Source: an optimization exercise on an open RTL-to-GDS flow (aim: small area). Production flows keep margins and buffers that such runs may drop. No functional check of the RTL was part of any run shown here. Power figures rest on the tool's default switching activity, not on a simulated workload.

## flow/design.v (module list and top-level ports; edited modules follow where they fit)
// module fa_cell: 6 lines
// module ixnor_cell: 5 lines
// module ior_cell: 5 lines
// module bsel: 5 lines
// module bpp_n: 5 lines
// module bpp_p: 5 lines
// module mul16: 788 lines
// module dpg_e: 6 lines
// module dpg_o: 6 lines
// module dcy_e: 5 lines
// module dcy_o: 5 lines
// module dx_e: 5 lines
// module dx_o: 5 lines
// module dsel_e: 5 lines
// module dsum_e: 5 lines
// module dsum_o: 5 lines
// module qfix: 5 lines
// module dsel_e2: 5 lines
// module dsel_o2: 5 lines
// module dmux: 5 lines
// module dsel_o: 5 lines
// module div16: 611 lines
// module addsub16: 13 lines
// module ALU: 9 lines
// module alu16: 33 lines
module alu16(clk, rst, a, b, ctrl, res, R15);
  // ...
==> flow/run.sh <==
#!/bin/bash
# synth_recipe.tcl (not shown) runs the flow's synth.tcl, then flattens the netlist and writes it again
# the make line also repeats each setting of config.mk as NAME=value (left out here)
make -C /OpenROAD-flow-scripts/flow DESIGN_CONFIG=/design/flow/config.mk WORK_HOME=/design/flow/orfs CLKGATE_MAP_FILE= SYNTH_SCRIPT=/design/flow/synth_recipe.tcl finish
==> flow/config.mk <==
export PLATFORM = sky130hd
export DESIGN_NAME = alu16
export DESIGN_NICKNAME = alu16
export VERILOG_FILES = /design/flow/design.v
export SDC_FILE = /design/flow/constraint.sdc
export NUM_CORES = 4
export LEC_CHECK = 0
export CAP_MARGIN = 20
export CORE_MARGIN = 2
export CORE_UTILIZATION = 40
export SLEW_MARGIN = 20
export SYNTH_HIERARCHICAL = 1
export SYNTH_MINIMUM_KEEP_SIZE = 0
==> flow/constraint.sdc <==
create_clock -name core_clock -period 40.0 [get_ports {clk}]
set_input_delay 8.0000 -clock core_clock [delete_from_list [all_inputs] [get_ports {clk}]]
set_output_delay 8.0000 -clock core_clock [all_outputs]
set_load 0.01 [all_outputs]
==> results.ini, run 1 <==
[layout]
final_cells = 2517
final_common_cell = xnor2_1
seq_area_um2 = 801
final_area_um2 = 17800
bufAreaShareNonClock_pct = 12.1

[global_routing]
grt_max_degree = 67
overflow = 0

[pwr]
pg_comb_mw = 1.29
pwr-share-comb_pct = 92.9
leakage_nw = 6.49
power_leader = combinational logic

[yosys]
synth_top_area_cell = xnor2_1
ys_seq_elements = 32
synth.most_common_cell = xnor2_1
ys_async_sr_fraction_pct = 100
ys_types = 64
synth_compound_area_share_pct = 18.0
seq_area_frac_synth_pct = 5.47

[timing]
timing.final.crit_share_pct = 95.4
maxSlewViolCount = 0
hold_viol_final = 0

[drt]
highest_layer = met5
num_vias = 14093
finalWirelength_mm = 47.9
drc = 0
drt-wirelength-per-cell_um = 19.0

[min_path]
whs_path_depth = 2
min_path_type = register to register

[place]
dp_hpwl_mm = 35.8
io_buffers = 69
place_area_um2 = 16800

[status]
status = no timing/DRC/antenna violations

[flow_run]
drv_cap = 0

[worst_setup_path]
required_ns = 40.22

[clock_tree]
cts_max_level = 2

[floorplanning]
initial_core_util_pct = 40.3

==> run 2, diff against run 1 <==
==> flow/flow/run.sh (new file) <==
#!/bin/bash
cp standard.sh standard_sh_copy.txt
export BUFFER_PORTS_ARGS="-buffer_cell sky130_fd_sc_hd__buf_1"
bash standard.sh > standard.log 2>&1
==> flow/standard.sh (new file) <==
#!/bin/bash
# synth_recipe.tcl (not shown) runs the flow's synth.tcl, then flattens the netlist and writes it again
# the make line also repeats each setting of config.mk as NAME=value (left out here)
make -C /OpenROAD-flow-scripts/flow DESIGN_CONFIG=/design/flow/config.mk WORK_HOME=/design/flow/orfs CLKGATE_MAP_FILE= SYNTH_SCRIPT=/design/flow/synth_recipe.tcl "${@:-finish}"
removed: flow/run.sh
==> run 2 against run 1 <==
Against the previous run: combinational power shrank 4%; register-to-register slack is essentially flat; flip-flop and latch count is the same; synthesized cell count is the same; worst setup slack lost 0.090 ns; critical path type unchanged; critical endpoint is now R15[4]; largest cell class unchanged.
==> results.ini, run 2 <==
[pwr]
swShare_pct = 53.3
peakVddDrop_mv = 0.129
total_power_mw = 1.34
leakage_nw = 6.14  ; -5.4%
p_int_mw = 0.624
pwr-share-clk_pct = 3.0
pwr-share-comb_pct = 92.6  ; -0.3 points
powerDensity_nw_per_um2 = 78.2
p_switching_mw = 0.711
seq_power_share_pct = 4.4

[clock_tree]
cts_root_buf = clkbuf_16
cts_sinks = 32
cts_buffers = 5
clk_pin_slew_ns = 0.05
clk_latency_ns = 0.28
clock_path_buffers = 2
cts_max_level = 2  ; unchanged
cts_tree = yes

[layout]
syn2layout_area_growth_pct = 16.5
drive_above_1_share_pct = 19.4
final_nets = 2206
final_cells = 2487  ; -1.2%
fill_cells = 3521
final_common_cell = xnor2_1
final_cell_mix = xnor2_1 (306), nand2_1 (283), o22ai_1 (166), xor2_1 (159), buf_4 (155)
largestRegisters = R15 (16), res (16)

[timing]
hold_viol_final = 0  ; unchanged
skew_ns = 0
timing.final.crit_share_pct = 95.7  ; +0.23 points
tns_ns = 0
fmax_mhz = 26.1
finalCriticalPeriod_ns = 38.27
setup_viol = 0
maxSlewViolCount = 0  ; unchanged
tightest_slew_ns = 1.15
max_slew_margin_pct = 23.1
fin_hold_ws_ns = 0.472

[drt]
drc = 0  ; unchanged
drt_first_pass_iters = 5
vias_per_cell = 5.62
drt-wirelength-per-cell_um = 19.1  ; +0.23%
finalWirelength_mm = 47.5  ; -0.97%
antenna_left = 0
num_vias = 13970  ; -0.87%
drtIter0Drc = 988

[floorplanning]
initial_core_util_pct = 40.3  ; unchanged
coreArea_um2 = 36300
die_w_um = 195
pin_count = 70
die_area_um2 = 38200
row_count = 70
die_h_um = 195

[global_routing]
antenna_found_initial = 2
grt_pass1_vias = 13570
grt_usage_pct = 24.3
overflow = 0  ; unchanged
grt_pass1_wl_mm = 74.1
grt_max_degree = 67  ; unchanged

[worst_setup_path]
reg2reg_slack_ns = 39.11
startpoint = a[0]
crit_top_cell = a21oi_2
r2r_start = res[6]
crit_fanout = 9
reg2reg_to = res[6]
startpoint_type = input port
r2r.worst_path.cells = 1
cp_slowest_cell = or4b_2
cpPeakStageDelay_ns = 0.66
cp_data_arrival_time_ns = 38.47
required_ns = 40.20  ; -0.02 ns
end_kind = register
critical_path_class = input port to register
endpoint = R15[4]

[status]
status = no timing/DRC/antenna violations

[yosys]
synth_warnings = 7
ys_async_sr_fraction_pct = 100  ; unchanged
ys_types = 64  ; unchanged
synth_edf_count = 0
syn_area_um2 = 14600
synth_area_per_cell_um2 = 7.93
yosysTopAreaCellShare_pct = 18.8
synth_top_area_cell = xnor2_1
synth_top_flop_cell = dfrtp_1
ys_seq_elements = 32  ; unchanged
yosys-top-cells-area = xnor2_1 (19%), fa_1 (18%), xor2_1 (11%), nand2_1 (7.3%), o22ai_1 (7.1%)
synth.most_common_cell = xnor2_1
synth_common_cells = xnor2_1 (314), nand2_1 (284), xor2_1 (177), o22ai_1 (166), nor2_1 (141)
seq_area_frac_synth_pct = 5.47  ; unchanged
netlist_instances = 1848

[place]
io_buffers = 69  ; unchanged
placed_cells = 2420
place_congestion = 0.903
dp_hpwl_mm = 35.5  ; -0.88%

[min_path]
min_path_type = register to register

[flow_run]
drv_cap = 0  ; unchanged

==> run 2: cell types whose count changed in the layout (fill, tap and decap cells not counted), sizes merged <==
cell	previous run	this run
clkbuf	5	18
o21ai	119	118
buf	192	218
clkinv	3	0
clkdlybuf4s50	66	0
diode	0	1
==> run 2: per-stage QoR <==
step           util, %  area, µm²  setup slack (ns)
3_3_place_gp      44.5      16200           0.00479
3_5_place_dp      44.5      16200             -1.30
5_1_grt           47.0      17100            -0.383
2_1_floorplan        -      15000           0.00201
6_report          47.0      17100              1.73
4_1_cts           45.3      16500           0.00682
==> run 2: power groups by stage <==
stage | Clock, mW | Combinational, mW | Sequential [mW]
detailed placement | 0 | 1.18 | 0.0594
CTS | 0.0404 | 1.20 | 0.0589
global placement | 0 | 1.17 | 0.0587
floorplan | 0 | 1.01 | 0.0607
global route | 0.0415 | 1.35 | 0.0599
finish | 0.0400 | 1.24 | 0.0590
==> run 2: modules after synthesis, one instance, submodules excluded, a selection <==
module | cells | flip-flops and latches
addsub16 | 18 | 0
dsel_e2 | 3 | 0
fa_cell | 1 | 0
qfix | 2 | 0
dmux | 1 | 0
dcy_e | 1 | 0
dsum_e | 1 | 0
dpg_o | 2 | 0
bsel | 1 | 0
dx_e | 1 | 0
dcy_o | 1 | 0
==> run 2: cell families (layout without fill, tap and decap cells) <==
logic type	count (synthesis)	count (layout)	share of synthesized area, %
AO/OA/AOI/OAI	405	405	18.0
XOR/XNOR	491	491	29.4
adder cells (fa/ha/maj)	167	167	20.9
buffers and inverters	134	297	5.15
flip-flops	32	32	5.47
multiplexers	45	45	3.08
other	2	10	0.0513
AND/OR/NAND/NOR	572	572	18.0
==> run 2: worst max-delay path, delay by kind of cell <==
kind / cells / cell delay [ns]
buf+inv: 13 / 1.83
xor+xnor: 7 / 1.91
mux: 9 / 2.56
compound gates: 122 / 17.73
fa+ha+maj: 1 / 0.22
simple gates: 39 / 6.20
==> run 2: timing repair <==
item	CTS	global route
resized for setup	15	44
endpoints found under the setup margin	32	32
hold endpoints to repair	0	0
hold buffers	0	0
setup buffers	9	49
pin swaps	1	52
==> run 2: area by class of cell <==
cell class	instances	area [µm²]	share of cell area [%]
multi-input combinational	1689	13800	81.0
timing repair buffer	228	1480	8.70
sequential	32	801	4.69
tap	468	586	3.43
inverter	61	229	1.34
clock buffer	8	146	0.858
antenna	1	2.50	0.0147
==> run 2: how the worst min path moves through the flow <==
| stage | start | end | slack [ns] | cells after the start |
|---|---|---|---|---|
| final | R15[12] | R15[12] | 0.47 | 2 |
| after CTS | R15[12] | R15[12] | 0.48 | 2 |
| after global routing | R15[12] | R15[12] | 0.50 | 2 |
| after floorplan | R15[0] | R15[0] | 0.52 | 2 |
| after global placement | R15[7] | R15[7] | 0.47 | 2 |
| after detailed placement | R15[12] | R15[12] | 0.47 | 2 |
==> run 2: layer usage <==
| metal | wire length (µm) | share of wire, % | track usage, % | vias to the layer above |
|---|---|---|---|---|
| li1 | - | - | - | 6561 |
| met5 | 13 | 0.027 | 0 | - |
| met1 | 19900 | 42 | 31.7 | 6782 |
| met3 | 3250 | 6.8 | 3.61 | 118 |
| met2 | 22700 | 48 | 41.0 | 507 |
| met4 | 1640 | 3.4 | 9.02 | 2 |

[static timing again, ports no longer ideal]
The flow's constraints put no driver on any port. The routed layouts listed below were extracted and timed again, unchanged, in two steps.
Step 1 sets driving cells, clkbuf_16 on the clock port and buf_2 on the other inputs (assumed; they add their load-dependent delay and slew).
Step 2 also shifts input and output timing later by t, the mid clock arrival at the registers, as if the neighbouring blocks saw the same clock.
a / b / c = no drivers / after step 1 / after step 2; a / b = the first two.
run | t (ns) | setup WS [ns] | clock arrival spread, ns | worst data-port slew with drivers (ns)
run 1 | 0.335 | 1.821 / 1.843 / 1.508 | 0.008 / 0.009 | 0.13
run 2 | 0.330 | 1.730 / 1.749 / 1.419 | 0.008 / 0.008 | 0.11
After both steps every run listed still meets setup and hold. For run 1, which loses most, drivers alone change the setup slack by +0.022 ns; drivers and shift together by -0.313 ns.
